This design comes from an exercise in tuning for small area on the open sky130 flow, not from production work.
In this exercise RTL edits were held to simulation tests only and were not proved equivalent to the original.
No driver is modelled on the clock port, so clock power and skew are understated where the tree is cut down; a real chip needs a root buffer or a tree.
Power and IR drop assume default switching activity.

==> run Z <==
Design LCD_AT043TN25_DE2_115, start of the top module:
module LCD_AT043TN25_DE2_115 (
	input i_clk,
	input i_rst,
	input [3:0] i_sw,
	output o_clk,
	output o_data_enable,
	output [7:0] o_red,
	output [7:0] o_green,
	output [7:0] o_blue
);
==> flow/config.mk <==
export PLATFORM = sky130hd
export DESIGN_NAME = LCD_AT043TN25_DE2_115
export DESIGN_NICKNAME = LCD_AT043TN25_DE2_115
export VERILOG_FILES = /design/flow/design.v
export SDC_FILE = /design/flow/constraint.sdc
export NUM_CORES = 4
export LEC_CHECK = 0
export CAP_MARGIN = 20
export CORE_MARGIN = 2
export CORE_UTILIZATION = 40
export SLEW_MARGIN = 20
==> flow/constraint.sdc <==
create_clock -name core_clock -period 10.0 [get_ports {i_clk}]
set_input_delay 2.0000 -clock core_clock [delete_from_list [all_inputs] [get_ports {i_clk}]]
set_output_delay 2.0000 -clock core_clock [all_outputs]
set_load 0.01 [all_outputs]
standard.sh (not shown) runs the stock make flow with config.mk's settings and CLKGATE_MAP_FILE= SYNTH_SCRIPT=/design/flow/synth_recipe.tcl, a recipe that flattens the netlist after the stock synthesis.
==> flow/flow/run.sh <==
#!/bin/bash
# Own layout flow: the standard flow (standard.sh) with
#  - synthesis: the standard script, but ABC maps with an area-oriented
#    script (flow/abc.script) and Yosys's extract_fa is skipped, so ABC sees
#    all the logic; registers are made exactly as in the standard synthesis
#  - port buffers: the smallest buffer (buf_1) instead of the default pick
#  - clock tree: flow/manual_cts.tcl replaces TritonCTS with a two-level
#    tree (clock port -> one root buffer -> MCTS_NB leaf buffers, each
#    driving one balanced k-means cluster of flip-flops)
set -euo pipefail
H=$(pwd)
export MY_ABC_SCRIPT=$H/flow/abc.script
export MY_NO_FA=1
export MCTS_NB=10
export MCTS_CELL=sky130_fd_sc_hd__clkbuf_8
export MCTS_ROOT=sky130_fd_sc_hd__clkbuf_8
bash standard.sh \
  SYNTH_SCRIPT=$H/flow/synth.tcl \
  PRE_CTS_TCL=$H/flow/manual_cts.tcl \
  "BUFFER_PORTS_ARGS=-buffer_cell sky130_fd_sc_hd__buf_1" \
  CORE_UTILIZATION=60 \
  finish > standard.log 2>&1
==> flow/flow/manual_cts.tcl <==
# Manual clock tree: the clock port drives NB clock buffers, each driving
# one cluster of flip-flops (k-means on the flip-flop positions).
rename clock_tree_synthesis orfs_clock_tree_synthesis
proc clock_tree_synthesis {args} {
  set nb [expr {[info exists ::env(MCTS_NB)] ? $::env(MCTS_NB) : 4}]
  set cell [expr {[info exists ::env(MCTS_CELL)] ? $::env(MCTS_CELL) : "sky130_fd_sc_hd__clkbuf_8"}]
  set block [ord::get_db_block]
  set clk [$block findNet i_clk]
  set master [[ord::get_db] findMaster $cell]
  set sinks {}
  foreach it [$clk getITerms] {
    if {[$it isInputSignal]} {
      set inst [$it getInst]
      set bb [$inst getBBox]
      lappend sinks [list $it [expr {([$bb xMin] + [$bb xMax]) / 2}] [expr {([$bb yMin] + [$bb yMax]) / 2}]]
    }
  }
  set n [llength $sinks]
  # initial centres: spread along the sorted x order
  set sorted [lsort -real -index 1 $sinks]
  set cx {}; set cy {}
  for {set k 0} {$k < $nb} {incr k} {
    set s [lindex $sorted [expr {int(($k + 0.5) * $n / $nb)}]]
    lappend cx [lindex $s 1]; lappend cy [lindex $s 2]
  }
  # balanced k-means: each cluster holds at most ceil(n/nb) sinks
  set cap [expr {int(ceil(double($n) / $nb))}]
  for {set iter 0} {$iter < 30} {incr iter} {
    set pairs {}
    set idx 0
    foreach s $sinks {
      for {set k 0} {$k < $nb} {incr k} {
        set d [expr {abs([lindex $s 1] - [lindex $cx $k]) + abs([lindex $s 2] - [lindex $cy $k])}]
        lappend pairs [list $d $idx $k]
      }
      incr idx
    }
    set pairs [lsort -real -index 0 $pairs]
    set assign [lrepeat $n -1]
    set cnt [lrepeat $nb 0]
    foreach p $pairs {
      lassign $p d i k
      if {[lindex $assign $i] >= 0} continue
      if {[lindex $cnt $k] >= $cap} continue
      lset assign $i $k
      lset cnt $k [expr {[lindex $cnt $k] + 1}]
    }
    set sx [lrepeat $nb 0.0]; set sy [lrepeat $nb 0.0]
    for {set i 0} {$i < $n} {incr i} {
      set k [lindex $assign $i]
      set s [lindex $sinks $i]
      lset sx $k [expr {[lindex $sx $k] + [lindex $s 1]}]
      lset sy $k [expr {[lindex $sy $k] + [lindex $s 2]}]
    }
    for {set k 0} {$k < $nb} {incr k} {
      if {[lindex $cnt $k] > 0} {
        lset cx $k [expr {[lindex $sx $k] / [lindex $cnt $k]}]
        lset cy $k [expr {[lindex $sy $k] / [lindex $cnt $k]}]
      }
    }
  }
  # root buffer at the centre of the leaf buffers, driven by the clock port
  set rcell [expr {[info exists ::env(MCTS_ROOT)] ? $::env(MCTS_ROOT) : "sky130_fd_sc_hd__clkbuf_8"}]
  set root [odb::dbInst_create $block [[ord::get_db] findMaster $rcell] "clkbuf_m_root"]
  set rx 0.0; set ry 0.0
  for {set k 0} {$k < $nb} {incr k} { set rx [expr {$rx + [lindex $cx $k] / $nb}]; set ry [expr {$ry + [lindex $cy $k] / $nb}] }
  $root setLocation [expr {int($rx)}] [expr {int($ry)}]
  $root setPlacementStatus PLACED
  set rnet [odb::dbNet_create $block "clknet_m_root"]
  $rnet setSigType CLOCK
  [$root findITerm A] connect $clk
  [$root findITerm X] connect $rnet
  for {set k 0} {$k < $nb} {incr k} {
    set inst [odb::dbInst_create $block $master "clkbuf_m_$k"]
    $inst setLocation [expr {int([lindex $cx $k])}] [expr {int([lindex $cy $k])}]
    $inst setPlacementStatus PLACED
    set net [odb::dbNet_create $block "clknet_m_$k"]
    $net setSigType CLOCK
    [$inst findITerm A] connect $rnet
    [$inst findITerm X] connect $net
    set members($k) {}
  }
  for {set i 0} {$i < $n} {incr i} {
    set k [lindex $assign $i]
    set it [lindex [lindex $sinks $i] 0]
    $it disconnect
    $it connect [$block findNet "clknet_m_$k"]
  }
  set_propagated_clock [all_clocks]
  puts "manual clock tree: $n sinks, $nb buffers ($cell), cluster sizes $cnt"
}
Other scripts of this flow, unchanged in this note and not shown: flow/flow/abc.script, flow/flow/synth.tcl
==> inputs of run E, as changes to run Z <==
==> flow/flow/run.sh (replaced) <==
#!/bin/bash
# Own layout flow: the standard flow (standard.sh) with
#  - synthesis: the standard script, but ABC maps with an area-oriented
#    script (flow/abc.script) and Yosys's extract_fa is skipped, so ABC sees
#    all the logic; registers are made exactly as in the standard synthesis
#  - port buffers: the smallest buffer (buf_1) instead of the default pick
#  - clock tree: flow/manual_cts.tcl replaces TritonCTS with a two-level
#    tree (clock port -> one root buffer -> leaf buffers, each driving one
#    balanced k-means cluster of flip-flops)
set -euo pipefail
H=$(pwd)
export MY_ABC_SCRIPT=$H/flow/abc.script
export MY_NO_FA=1
export MCTS_MAX_SLEW=0.110
export MCTS_CONFIGS="{9 sky130_fd_sc_hd__clkbuf_8 sky130_fd_sc_hd__clkbuf_2} {10 sky130_fd_sc_hd__clkbuf_8 sky130_fd_sc_hd__clkbuf_2} {10 sky130_fd_sc_hd__clkbuf_8 sky130_fd_sc_hd__clkbuf_4} {12 sky130_fd_sc_hd__clkbuf_8 sky130_fd_sc_hd__clkbuf_8} {16 sky130_fd_sc_hd__clkbuf_8 sky130_fd_sc_hd__clkbuf_8}"
bash standard.sh \
  SYNTH_SCRIPT=$H/flow/synth.tcl \
  PRE_CTS_TCL=$H/flow/manual_cts.tcl \
  "BUFFER_PORTS_ARGS=-buffer_cell sky130_fd_sc_hd__buf_1" \
  CORE_UTILIZATION=70 \
  finish > standard.log 2>&1
==> flow/flow/manual_cts.tcl (replaced) <==
# Manual clock tree, in place of TritonCTS: the clock port drives one root
# buffer, which drives NB leaf buffers, each driving one balanced k-means
# cluster of flip-flops. Configurations are tried from the smallest area up,
# and the first whose estimated worst flip-flop clock slew is within
# MCTS_MAX_SLEW (ns) is kept.
rename clock_tree_synthesis orfs_clock_tree_synthesis

proc mcts_cluster {sinks nb} {
  set n [llength $sinks]
  set sorted [lsort -real -index 1 $sinks]
  set cx {}; set cy {}
  for {set k 0} {$k < $nb} {incr k} {
    set s [lindex $sorted [expr {int(($k + 0.5) * $n / $nb)}]]
    lappend cx [lindex $s 1]; lappend cy [lindex $s 2]
  }
  set cap [expr {int(ceil(double($n) / $nb))}]
  for {set iter 0} {$iter < 30} {incr iter} {
    set pairs {}
    set idx 0
    foreach s $sinks {
      for {set k 0} {$k < $nb} {incr k} {
        lappend pairs [list [expr {abs([lindex $s 1] - [lindex $cx $k]) + abs([lindex $s 2] - [lindex $cy $k])}] $idx $k]
      }
      incr idx
    }
    set pairs [lsort -real -index 0 $pairs]
    set assign [lrepeat $n -1]
    set cnt [lrepeat $nb 0]
    foreach p $pairs {
      lassign $p d i k
      if {[lindex $assign $i] >= 0} continue
      if {[lindex $cnt $k] >= $cap} continue
      lset assign $i $k
      lset cnt $k [expr {[lindex $cnt $k] + 1}]
    }
    set sx [lrepeat $nb 0.0]; set sy [lrepeat $nb 0.0]
    for {set i 0} {$i < $n} {incr i} {
      set k [lindex $assign $i]
      set s [lindex $sinks $i]
      lset sx $k [expr {[lindex $sx $k] + [lindex $s 1]}]
      lset sy $k [expr {[lindex $sy $k] + [lindex $s 2]}]
    }
    for {set k 0} {$k < $nb} {incr k} {
      if {[lindex $cnt $k] > 0} {
        lset cx $k [expr {[lindex $sx $k] / [lindex $cnt $k]}]
        lset cy $k [expr {[lindex $sy $k] / [lindex $cnt $k]}]
      }
    }
  }
  return [list $assign $cx $cy $cnt]
}

proc mcts_build {clk sinks nb cell rcell} {
  set block [ord::get_db_block]
  set db [ord::get_db]
  lassign [mcts_cluster $sinks $nb] assign cx cy cnt
  set root [odb::dbInst_create $block [$db findMaster $rcell] "clkbuf_m_root"]
  set rx 0.0; set ry 0.0
  for {set k 0} {$k < $nb} {incr k} {
    set rx [expr {$rx + [lindex $cx $k] / $nb}]
    set ry [expr {$ry + [lindex $cy $k] / $nb}]
  }
  $root setLocation [expr {int($rx)}] [expr {int($ry)}]
  $root setPlacementStatus PLACED
  set rnet [odb::dbNet_create $block "clknet_m_root"]
  $rnet setSigType CLOCK
  [$root findITerm A] connect $clk
  [$root findITerm X] connect $rnet
  for {set k 0} {$k < $nb} {incr k} {
    set inst [odb::dbInst_create $block [$db findMaster $cell] "clkbuf_m_$k"]
    $inst setLocation [expr {int([lindex $cx $k])}] [expr {int([lindex $cy $k])}]
    $inst setPlacementStatus PLACED
    set net [odb::dbNet_create $block "clknet_m_$k"]
    $net setSigType CLOCK
    [$inst findITerm A] connect $rnet
    [$inst findITerm X] connect $net
  }
  for {set i 0} {$i < [llength $sinks]} {incr i} {
    set it [lindex [lindex $sinks $i] 0]
    $it disconnect
    $it connect [$block findNet "clknet_m_[lindex $assign $i]"]
  }
  return $cnt
}

proc mcts_undo {clk sinks nb} {
  set block [ord::get_db_block]
  foreach s $sinks {
    set it [lindex $s 0]
    $it disconnect
    $it connect $clk
  }
  for {set k 0} {$k < $nb} {incr k} {
    odb::dbInst_destroy [$block findInst "clkbuf_m_$k"]
    odb::dbNet_destroy [$block findNet "clknet_m_$k"]
  }
  odb::dbInst_destroy [$block findInst "clkbuf_m_root"]
  odb::dbNet_destroy [$block findNet "clknet_m_root"]
}

proc mcts_worst_slew {sinks} {
  estimate_parasitics -placement
  set worst 0
  foreach s $sinks {
    set it [lindex $s 0]
    set pin [get_pins "[[$it getInst] getName]/[[$it getMTerm] getName]"]
    set sl [get_property $pin slew_max]
    if {$sl > $worst} { set worst $sl }
  }
  return $worst
}

proc clock_tree_synthesis {args} {
  set maxslew [expr {[info exists ::env(MCTS_MAX_SLEW)] ? $::env(MCTS_MAX_SLEW) : 0.112}]
  set configs [expr {[info exists ::env(MCTS_CONFIGS)] ? $::env(MCTS_CONFIGS) : {
    {12 sky130_fd_sc_hd__clkbuf_4} {14 sky130_fd_sc_hd__clkbuf_4} {9 sky130_fd_sc_hd__clkbuf_8}
    {10 sky130_fd_sc_hd__clkbuf_8} {12 sky130_fd_sc_hd__clkbuf_8} {16 sky130_fd_sc_hd__clkbuf_8}}}]
  set rcell sky130_fd_sc_hd__clkbuf_8
  set block [ord::get_db_block]
  set clk [$block findNet i_clk]
  set sinks {}
  foreach it [$clk getITerms] {
    if {[$it isInputSignal]} {
      set bb [[$it getInst] getBBox]
      lappend sinks [list $it [expr {([$bb xMin] + [$bb xMax]) / 2}] [expr {([$bb yMin] + [$bb yMax]) / 2}]]
    }
  }
  set_propagated_clock [all_clocks]
  set last [expr {[llength $configs] - 1}]
  set i 0
  foreach cfg $configs {
    lassign $cfg nb cell rc
    if {$rc eq ""} { set rc $rcell }
    set cnt [mcts_build $clk $sinks $nb $cell $rc]
    set w [mcts_worst_slew $sinks]
    puts "manual clock tree: [llength $sinks] sinks, root $rc, $nb x $cell, clusters $cnt, worst clock slew $w"
    if {$w <= $maxslew || $i == $last} break
    mcts_undo $clk $sinks $nb
    incr i
  }
}
==> reports/qor.csv <==
metric,value,unit
status,timing/DRC/antenna clean,
finalHoldWorstSlack,0.381,ns
drt-total-wl,11.5,mm
multi_input_area_share,48.6,%
pwr-share-comb,8.4,%
tap_cells,102,
viasPerCell,5.93,
worst_pin_slew,0.780,ns
grt.met1_usage,33.3,%
rows,32,
fin_crit,5.36,ns
dr.first_iter.drc_count,295,
power_switching,209,uW
area_growth,4.11,%
grt_pass1_wl,19.1,mm
utilization,75.5,%
Source of the figures above: run E

==> reports/qor.csv <==
metric,value,unit
hold_viol,0,
worst_pin_slew,0.722,ns
viasPerCell,5.80,
met2_length,5.53,mm
fin_crit,5.16,ns
area_growth,4.71,%
finalHoldWorstSlack,0.363,ns
multi_input_area,0.00285,mm2
status,timing/DRC/antenna clean,
grt.met1_usage,28.6,%
tap_cells,111,
multi_input_area_share,48.4,%
pwr-share-comb,8.2,%
drt-total-wl,11.1,mm
power_switching,214,uW
rows,35,
dr.first_iter.drc_count,145,
p_total,862,uW
grt_pass1_wl,19.2,mm
Source of the figures above: run Z

In every run of this note, the design's own scripts or RTL, not TritonCTS, make the clock network.

-- port drivers added, routing unchanged --
In the flow no input, the clock included, has a driving cell. The finished layouts below were timed again as built, in two steps.
Step 1 assumes that a clkbuf_16 drives the clock port and a buf_2 every other input.
Step 2 also shifts input and output timing later by t, the mid clock arrival at the registers, as if the neighbouring blocks saw the same clock.
Three values: ideal, step 1, step 2; two values: the first two.
| run | t, ns | slack for setup (ns) | clock arrival spread, ns | cell pins on the clock port's net |
|---|---|---|---|---|
| run Z | 0.434 | 4.840 / 4.810 / 5.245 | 0.022 / 0.023 | 1 |
| run E | 0.661 | 4.637 / 4.610 / 5.271 | 0.029 / 0.029 | 1 |
After both steps every run listed still meets setup and hold.
